This is an optimization exercise on Yosys and OpenROAD, whose aim is small area and a short achievable clock period, not a production implementation. At most, simulation tests tie the RTL to the original design; equivalence was not proved. No activity file was given, so power comes from the tool's default toggle rates.

## v6
## complex
module complex(clk, a0, a1, b0, b1, im, re);
  input clk;
  input [7:0] a0, a1, b0, b1;
  output reg [15:0] im, re;
  wire [15:0] re_d, im_d;
  wire rs1;
  wire rc2;
  wire rs3;
  wire rc4;
  wire rs5;
  wire rc6;
  wire rs7;
  wire rc8;
  wire rs9;
  wire rc10;
  wire rs11;
  wire rc12;
  wire rs13;
  wire rc14;
  wire rs15;
  wire rc16;
  wire rs17;
  wire rc18;
  wire rs19;
  wire rc20;
  wire rs21;
  wire rc22;
  wire rs23;
  wire rc24;
  wire rs25;
  wire rc26;
  wire rs27;
  wire rc28;
  wire rs29;
  wire rc30;
  wire rs31;
  wire rc32;
  wire rs33;
  wire rc34;
  wire rs35;
  wire rc36;
  wire rs37;
  wire rc38;
  wire rs39;
  wire rc40;
  wire rs41;
  wire rc42;
  wire rs43;
  wire rc44;
  wire rs45;
  wire rc46;
  wire rs47;
  wire rc48;
  wire rs49;
  wire rc50;
  wire rs51;
  wire rc52;
  wire rs53;
  wire rc54;
  wire rs55;
  wire rc56;
  wire rs57;
  wire rc58;
  wire rs59;
  wire rc60;
  wire rs61;
  wire rc62;
  wire rs63;
  wire rc64;
  ...
==> flow/config.mk <==
export PLATFORM = sky130hd
export DESIGN_NAME = complex
export DESIGN_NICKNAME = complex
export VERILOG_FILES = /design/flow/design.v
export SDC_FILE = /design/flow/constraint.sdc
export NUM_CORES = 4
export LEC_CHECK = 0
export CAP_MARGIN = 20
export CORE_MARGIN = 2
export CORE_UTILIZATION = 40
export PLACE_DENSITY = 0.6
export SETUP_SLACK_MARGIN = 3.5
export SLEW_MARGIN = 20
export SYNTH_HIERARCHICAL = 1
==> flow/constraint.sdc <==
create_clock -name core_clock -period 10.0 [get_ports {clk}]
set_input_delay 2.0000 -clock core_clock [delete_from_list [all_inputs] [get_ports {clk}]]
set_output_delay 2.0000 -clock core_clock [all_outputs]
set_load 0.01 [all_outputs]
run.sh (not shown) runs the stock make flow with config.mk's settings and CLKGATE_MAP_FILE= SYNTH_SCRIPT=/design/flow/synth_recipe.tcl, a recipe that flattens the netlist after the stock synthesis.
v6: done, clean on timing, DRC and antenna
--- input diff v6..v7 ---
- SETUP_SLACK_MARGIN changed from 3.5 to 5.0
--- outcome ---
Result for v7 and v6: all clean. In the reports for v7 and v6, the smaller core utilization belongs to v6. Changes observed in v7 relative to v6: critical path's largest stage delay picked up an extra 0.04 ns; cell area went up.
No run of this note included a check of the RTL's function; only the layout flow was run.

---

== run A ==
Another version of the RTL of complex (not shown whole).
Size: roughly 32 flip-flops, ~65 I/O pins, roughly 7400 µm² of cells after synthesis.
Settings: LEC_CHECK=0, CAP_MARGIN=20, CORE_MARGIN=2, CORE_UTILIZATION=60, CTS_BUF_LIST=sky130_fd_sc_hd__clkbuf_8, CTS_CLUSTER_DIAMETER=200, CTS_CLUSTER_SIZE=32, PLACE_DENSITY=0.75, SETUP_SLACK_MARGIN=4.0, SLEW_MARGIN=20, SYNTH_HIERARCHICAL=1; clock period 10.0 ns.
standard.sh (not shown) runs the stock make flow with config.mk's settings and CLKGATE_MAP_FILE= SYNTH_SCRIPT=/design/flow/synth_recipe.tcl, a recipe that flattens the netlist after the stock synthesis.
==> flow/flow/run.sh <==
#!/bin/bash
set -o pipefail
export BUFFER_PORTS_ARGS="-buffer_cell sky130_fd_sc_hd__buf_1"
cp standard.sh standard_sh.txt 2>/dev/null
bash standard.sh > standard.log 2>&1
Run A: PASS, flow complete, no timing, DRC or antenna violations
Input changes introduced in run B (baseline for comparison: run A):
Settings: TNS_END_PERCENT now 0, previously not set; PLACE_DENSITY now 0.6, was 0.75; CORE_UTILIZATION now 40, was 60; SETUP_SLACK_MARGIN now 4.4, was 4.0.
==> comparison <==
For run B, the cell with the largest stage delay on the worst path was fa_1, unlike run A, where it was fa_2. No run among run A and run B stopped early or left any final violation; all are clean. Comparing run A and run B, the lower worst hold slack was measured on run B. Changes observed in run B relative to run A: clock edge transition at the registers on the reported setup and hold paths stayed essentially flat; worst setup slack rose by 0.41 ns; average wire per standard cell fell by about 8%; proportion of power drawn by the clock network fell by 0.2 points.
> inputs changed (run B -> run C)
Settings: TNS_END_PERCENT now 0.0, was 0; SETUP_SLACK_MARGIN now 4.3, was 4.4; CTS_CLUSTER_DIAMETER no longer set, was 200; CTS_BUF_LIST no longer set, was sky130_fd_sc_hd__clkbuf_8; CTS_CLUSTER_SIZE no longer set, was 32; PLACE_DENSITY now 0.65, was 0.6; CORE_UTILIZATION now 50.0, was 40.
==> flow/flow/run.sh <==
#!/bin/bash
set -o pipefail
export BUFFER_PORTS_ARGS="-buffer_cell sky130_fd_sc_hd__buf_1"
export CTS_ARGS="-sink_clustering_enable -sink_clustering_size 32 -sink_clustering_max_diameter 200 -buf_list sky130_fd_sc_hd__clkbuf_8 -dont_use_dummy_load -repair_clock_nets"
cp standard.sh standard_sh.txt 2>/dev/null
bash standard.sh > standard.log 2>&1
Notes after the runs:
Run C finished every step from synthesis to the final layout, and the layout passed the timing, DRC and antenna checks.
Changes observed in run C relative to run B: part of the total power dissipated in combinational logic shows an increase of 1.5 points; cell-internal power held; slew at the pin with the worst max-slew slack shows an increase of 0.079 ns.
The capture point of the worst path comes out re[15] in one run and re[14] in the other, namely in run C and run B respectively.
NOTE total power run B->run C increased slightly
Changes observed in run C relative to run B: total power density per cell area +3.1%; design area -200 µm².
Between run B and run C, the part of the total power dissipated in sequential elements does not differ in any meaningful way.
Per the comparison of run C with run B, total setup buffers inserted after CTS fell 1, cell total after placement now sits lower, die area saw a decrease.
Relative to run C, the following input files were edited for run D:
Settings: CORE_UTILIZATION now 40.0, was 50.0; PLACE_DENSITY now 0.7, was 0.65.
--- outcome ---
- Ratio of routed vias to standard cells, run C and run D: higher on run C
- Top fanout value on the critical path (run D over run C): increase, 1
- Run D vs. run C: area of the die increased by about 24% relative to the old numbers; maximum achievable frequency fell by 0.95%; clock network fraction of total power now larger; worst hold slack moved up; power density normalized to cell area fell by 18 nW/µm².
- The design area number comes out lower for run C vs run D.
- Relative to run C, portion of the clock cycle consumed by the worst path in the final layout has increased by 0.54 points in run D.
- | wire length of the first global-routing pass | run D vs run C | worse |
Modified inputs, run E compared to run D
Settings: SETUP_SLACK_MARGIN now 4.4, was 4.3; PLACE_DENSITY now 0.6, was 0.7; CORE_UTILIZATION now 40, was 40.0.
### Flow results
Per the comparison of run E with run D, via count dropped 2.2%; core utilization of the finished layout dropped 0.42 points.
Summary of run E over run D: area occupied by multi-input gates now smaller; total wire length after detailed routing -about 2.6%; worst slew margin relative to its limit shrank by 0.58 points.
Compared with run D, run E ends up with a smaller final cell area.
Between run E and run D, the sequential share of layout area does not differ in any meaningful way.
Run E against run D: setup slack higher, non-clock buffer instance count of the final layout moved down, minimum period implied by the final worst setup slack -0.093 ns, overall power of the completed layout comparable.

---

== run 1 ==
complex again, from the RTL that the note above started with.
export LEC_CHECK = 0
export CAP_MARGIN = 20
export CORE_MARGIN = 2
export CORE_UTILIZATION = 40
export PLACE_DENSITY = 0.6
export SETUP_SLACK_MARGIN = 4.4
export SLEW_MARGIN = 20
export SYNTH_HIERARCHICAL = 1
export TNS_END_PERCENT = 0
create_clock -name core_clock -period 10.0 [get_ports {clk}]
==> flow/flow/run.sh <==
#!/bin/bash
set -o pipefail
export BUFFER_PORTS_ARGS="-buffer_cell sky130_fd_sc_hd__buf_1"
export CTS_ARGS="-sink_clustering_enable -sink_clustering_size 32 -sink_clustering_max_diameter 200 -buf_list sky130_fd_sc_hd__clkbuf_8 -dont_use_dummy_load -repair_clock_nets"
cp standard.sh standard_sh.txt 2>/dev/null
bash standard.sh > standard.log 2>&1
Edits applied to the flow inputs when going from run 1 to run 2:
# run 1
export LEC_CHECK = 0
export CAP_MARGIN = 20
export CORE_MARGIN = 2
export CORE_UTILIZATION = 40
export PLACE_DENSITY = 0.6
export SETUP_SLACK_MARGIN = 4.4
export SLEW_MARGIN = 20
export SYNTH_HIERARCHICAL = 1
export TNS_END_PERCENT = 0
create_clock -name core_clock -period 10.0 [get_ports {clk}]
# run 2
export LEC_CHECK = 0
export CAP_MARGIN = 20
export CORE_MARGIN = 2
export CORE_UTILIZATION = 40
export PLACE_DENSITY = 0.6
export SETUP_SLACK_MARGIN = 4.5
export SLEW_MARGIN = 20
export SYNTH_HIERARCHICAL = 1
export TNS_END_PERCENT = 0.0
create_clock -name core_clock -period 10.0 [get_ports {clk}]
Findings:
- Looking at launching element of the worst setup path, the b0[0] result is from run 1; the a1[7] one comes from run 2.
- Summary: wire length, run 2 worse than run 1
- Run 2 ended with every stage complete and zero timing, DRC or antenna violations.
- Looking at combinational share of power across run 2 and run 1, the one that comes out lower is run 1.
- Per the comparison of run 2 with run 1, part of the cycle the worst path needs -0.75 points, cell area after layout +about 4%, final cell count +1.2%, total global routing overflow ~0 delta.
Changes in run 3 relative to run 2:
# run 2
export LEC_CHECK = 0
export CAP_MARGIN = 20
export CORE_MARGIN = 2
export CORE_UTILIZATION = 40
export PLACE_DENSITY = 0.6
export SETUP_SLACK_MARGIN = 4.5
export SLEW_MARGIN = 20
export SYNTH_HIERARCHICAL = 1
export TNS_END_PERCENT = 0.0
create_clock -name core_clock -period 10.0 [get_ports {clk}]
# run 3
export LEC_CHECK = 0
export CAP_MARGIN = 20
export CORE_MARGIN = 2
export CORE_UTILIZATION = 40
export PLACE_DENSITY = 0.6
export SETUP_SLACK_MARGIN = 4.0
export SLEW_MARGIN = 20
export SYNTH_HIERARCHICAL = 1
create_clock -name core_clock -period 10.0 [get_ports {clk}]
==> flow/flow/run.sh <==
#!/bin/bash
set -o pipefail
export BUFFER_PORTS_ARGS="-buffer_cell sky130_fd_sc_hd__buf_1"
cp standard.sh standard_sh.txt 2>/dev/null
bash standard.sh > standard.log 2>&1
Notes after the runs:
- Diff run 2..run 3 | simple-gate share of the synthesized area | unchanged
- Going from run 2 to run 3, final cell count without fillers lower, number of signal-net buffers in the layout lower, non-clock buffer area fraction after layout lower.
- Share of total power in combinational logic: run 3 vs run 2 down 4.6 points
- Between run 2 and run 3, setup slack of the critical path after layout decreased.
- Comparing run 3 and run 2, the higher met1 usage in global routing is on run 3.
### run 3 -> run 4
# run 3
export LEC_CHECK = 0
export CAP_MARGIN = 20
export CORE_MARGIN = 2
export CORE_UTILIZATION = 40
export PLACE_DENSITY = 0.6
export SETUP_SLACK_MARGIN = 4.0
export SLEW_MARGIN = 20
export SYNTH_HIERARCHICAL = 1
create_clock -name core_clock -period 10.0 [get_ports {clk}]
# run 4
export LEC_CHECK = 0
export CAP_MARGIN = 20
export CORE_MARGIN = 2
export CORE_UTILIZATION = 40
export PLACE_DENSITY = 0.6
export SETUP_SLACK_MARGIN = 4.2
export SLEW_MARGIN = 20
export SYNTH_HIERARCHICAL = 1
export TNS_END_PERCENT = 0.0
create_clock -name core_clock -period 10.0 [get_ports {clk}]
diff --git a/flow/flow/run.sh b/flow/flow/run.sh
--- a/flow/flow/run.sh
+++ b/flow/flow/run.sh
@@ -3,0 +4 @@
+export CTS_ARGS="-sink_clustering_enable -sink_clustering_size 32 -sink_clustering_max_diameter 200 -buf_list sky130_fd_sc_hd__clkbuf_8 -dont_use_dummy_load -repair_clock_nets"
## What came out
Summary of the comparison: hold slack is lower in run 4, relative to run 3. As far as share of the final layout cell area in sequential cells is concerned, run 3 and run 4 perform about the same. [compare] base=run 3 new=run 4: critical path depth increased by 1 relative to the old numbers; wire length reported by the detailed router decreased by 0.72% relative to the old numbers; areal power density over the cells decreased by 2.0% relative to the old numbers. Tapcell count: run 3 vs run 4, no meaningful difference. Minimum period implied by the final worst setup slack delta for run 4 relative to run 3: 0.12 ns lower. [run 4] share of the cycle needed by the critical path after routing fell 1.2 points relative to run 3. | part of the total power dissipated in sequential elements | run 4 vs run 3 | ≈ equal |.

---

complex with an RTL version that a note above also has.
Size: ~730 cells after synthesis, roughly 32 flip-flops, roughly 65 I/O pins.
==> flow/design.v (excerpt) <==
module complex(clk, a0, a1, b0, b1, im, re);
  input clk;
  input [7:0] a0, a1, b0, b1;
  output reg [15:0] im, re;
  wire [15:0] re_d, im_d;
  wire rs1;
  wire rc2;
  wire rs3;
  wire rc4;
  wire rs5;
  wire rc6;
  wire rs7;
  wire rc8;
  wire rs9;
  wire rc10;
  wire rs11;
  wire rc12;
  wire rs13;
  wire rc14;
  wire rs15;
  wire rc16;
  wire rs17;
  wire rc18;
  wire rs19;
  wire rc20;
  wire rs21;
  wire rc22;
  wire rs23;
  wire rc24;
  wire rs25;
  wire rc26;
  wire rs27;
  wire rc28;
  wire rs29;
  wire rc30;
  wire rs31;
  wire rc32;
  wire rs33;
  wire rc34;
  wire rs35;
  wire rc36;
  wire rs37;
  wire rc38;
  wire rs39;
  wire rc40;
  wire rs41;
  wire rc42;
  wire rs43;
  wire rc44;
  wire rs45;
  wire rc46;
  wire rs47;
  wire rc48;
  wire rs49;
  wire rc50;
  wire rs51;
  wire rc52;
  wire rs53;
  wire rc54;
  wire rs55;
  wire rc56;
  wire rs57;
  wire rc58;
  wire rs59;
  wire rc60;
  wire rs61;
  wire rc62;
  wire rs63;
  wire rc64;
  wire rn65;
  wire rs66;
  wire rc67;
  wire rs68;
  wire rc69;
  wire rs70;
  wire rc71;
  wire rs72;
  wire rc73;
  wire rs74;
  wire rc75;
  wire rs76;
  wire rc77;
  wire rs78;
  wire rc79;
  wire rs80;
  wire rc81;
  wire rs82;
  wire rc83;
  wire rs84;
  wire rc85;
  wire rs86;
  wire rc87;
  wire rs88;
  wire rc89;
  wire rs90;
  wire rc91;
  wire rs92;
  wire rc93;
  wire rs94;
  wire rc95;
  wire rs96;
  wire rc97;
  wire rs98;
  wire rc99;
  wire rs100;
  wire rc101;
  wire rs102;
  wire rc103;
  wire rs104;
  wire rc105;
  wire rs106;
  wire rc107;
  wire rs108;
  wire rc109;
  wire rs110;
  wire rc111;
  wire rs112;
  wire rc113;
  wire rs114;
  wire rc115;
  wire rs116;
  wire rc117;
  wire rs118;
  wire rc119;
  wire rs120;
  wire rc121;
  wire rn122;
  wire rs123;
  wire rc124;
  wire rs125;
  wire rc126;
  wire rs127;
  wire rc128;
  wire rs129;
  wire rc130;
  wire rs131;
  wire rc132;
  wire rs133;
  wire rc134;
  wire rs135;
  wire rc136;
  wire rs137;
  wire rc138;
  wire rs139;
  wire rc140;
  wire rs141;
  wire rc142;
  wire rs143;
  wire rc144;
  wire rs145;
  wire rc146;
  wire rs147;
  wire rc148;
  wire rs149;
  wire rc150;
  wire rs151;
  wire rc152;
  wire rs153;
  wire rc154;
  wire rs155;
  wire rc156;
  wire rs157;
  wire rc158;
  wire rs159;
  wire rc160;
  wire rs161;
  wire rc162;
  wire rs163;
  wire rc164;
  wire rs165;
  wire rc166;
  ...
make LEC_CHECK=0 CAP_MARGIN=20 CORE_MARGIN=2 CORE_UTILIZATION=40 PLACE_DENSITY=0.6 SETUP_SLACK_MARGIN=3.8 SLEW_MARGIN=20 SYNTH_HIERARCHICAL=1 finish   # period 10.0 ns
run.sh (not shown) runs the stock make flow with config.mk's settings and CLKGATE_MAP_FILE= SYNTH_SCRIPT=/design/flow/synth_recipe.tcl, a recipe that flattens the netlist after the stock synthesis.
Stock flow here: none of the scripts above is used.
The baseline finished clean.
Rerun with:
==> flow/flow/run.sh (new file) <==
#!/bin/bash
set -o pipefail
export BUFFER_PORTS_ARGS="-buffer_cell sky130_fd_sc_hd__buf_1"
cp standard.sh standard_sh.txt 2>/dev/null
bash standard.sh > standard.log 2>&1
==> flow/standard.sh (new file) <==
#!/bin/bash
# synth_recipe.tcl (not shown) runs the flow's synth.tcl, then flattens the netlist and writes it again
# the make line also repeats each setting of config.mk as NAME=value (left out here)
make -C /OpenROAD-flow-scripts/flow DESIGN_CONFIG=/design/flow/config.mk WORK_HOME=/design/flow/orfs CLKGATE_MAP_FILE= SYNTH_SCRIPT=/design/flow/synth_recipe.tcl "${@:-finish}"
Settings changed: SETUP_SLACK_MARGIN 3.8 to 3.5.
removed: flow/run.sh
Outcome: The changed run completed without violations; worst setup slack got worse by 0.27 ns; total power came out lower by 7.4%; synthesized area stays the same; final area came out lower by 3.8%.
Rerun with:
==> flow/run.sh (new file) <==
#!/bin/bash
# synth_recipe.tcl (not shown) runs the flow's synth.tcl, then flattens the netlist and writes it again
# the make line also repeats each setting of config.mk as NAME=value (left out here)
make -C /OpenROAD-flow-scripts/flow DESIGN_CONFIG=/design/flow/config.mk WORK_HOME=/design/flow/orfs CLKGATE_MAP_FILE= SYNTH_SCRIPT=/design/flow/synth_recipe.tcl finish
Settings changed: SETUP_SLACK_MARGIN 3.5 to default.
removed: flow/flow/run.sh
removed: flow/standard.sh
What happened:
- The changed run went through all stages and came out clean
- synthesized cell count is unchanged
- routed wire length went up by 2.7%
- sequential share of layout area went down by 0.26 points
- non-clock buffer count went down by 3
Rerun with:
Settings changed: SETUP_SLACK_MARGIN from default to 4.2.
Effect:
- The changed run passed the timing, DRC and antenna checks
- count of clock-buffer cells in the layout grows by 3
- power climbs by a quarter to a third
- synthesized area stays the same
No functional check of the RTL was part of any run of this note.

## static timing again, ports no longer ideal
The flow's constraints put no driver on any port. The routed layouts listed below were extracted and timed again, unchanged, in two steps. Step 1: set_driving_cell puts a clkbuf_16 on clk and a buf_2 on each other input, an assumption about the parent block. Step 2 moves the port delays by t, midway between the first and last clock arrival at a register: inputs arrive t later, outputs are due t later. That takes back most of the time a late clock gives input paths. a / b / c = no drivers / after step 1 / after step 2; a / b = the first two.
| run | t (ns) | setup WS [ns] | hold slack, ns |
|---|---|---|---|
| v6 | 0.333 | 3.715 / 3.735 / 3.402 | 2.252 / 2.232 / 2.565 |
| v7 | 0.330 | 4.146 / 4.135 / 3.806 | 2.121 / 2.128 / 2.458 |
| run A | 0.351 | 4.083 / 4.094 / 3.743 | 2.072 / 2.060 / 2.409 |
| run B | 0.344 | 4.496 / 4.470 / 4.126 | 2.021 / 2.030 / 2.374 |
| run C | 0.335 | 4.411 / 4.407 / 4.072 | 2.030 / 2.030 / 2.365 |
| run D | 0.337 | 4.357 / 4.338 / 4.001 | 2.039 / 2.037 / 2.373 |
| run E | 0.339 | 4.450 / 4.451 / 4.113 | 2.017 / 2.027 / 2.366 |
| run 1 | 0.339 | 4.450 / 4.451 / 4.113 | 2.017 / 2.027 / 2.366 |
| run 2 | 0.339 | 4.525 / 4.497 / 4.158 | 2.015 / 2.023 / 2.362 |
| run 3 | 0.338 | 4.197 / 4.220 / 3.882 | 2.090 / 2.078 / 2.405 |
| run 4 | 0.336 | 4.313 / 4.319 / 3.983 | 2.032 / 2.028 / 2.364 |
| the first run of note 4 | 0.329 | 3.915 / 3.916 / 3.587 | 2.150 / 2.142 / 2.471 |
| the second run of note 4 | 0.332 | 3.643 / 3.665 / 3.333 | 2.222 / 2.201 / 2.401 |
| the third run of note 4 | 0.330 | 2.922 / 2.935 / 2.605 | 2.888 / 2.872 / 2.751 |
| the fourth run of note 4 | 0.336 | 4.166 / 4.162 / 3.826 | 2.115 / 2.120 / 2.456 |
After both steps every run listed still meets setup and hold. The setup slack of run B, which loses most, moves by -0.026 ns with the drivers and by -0.370 ns with both steps.
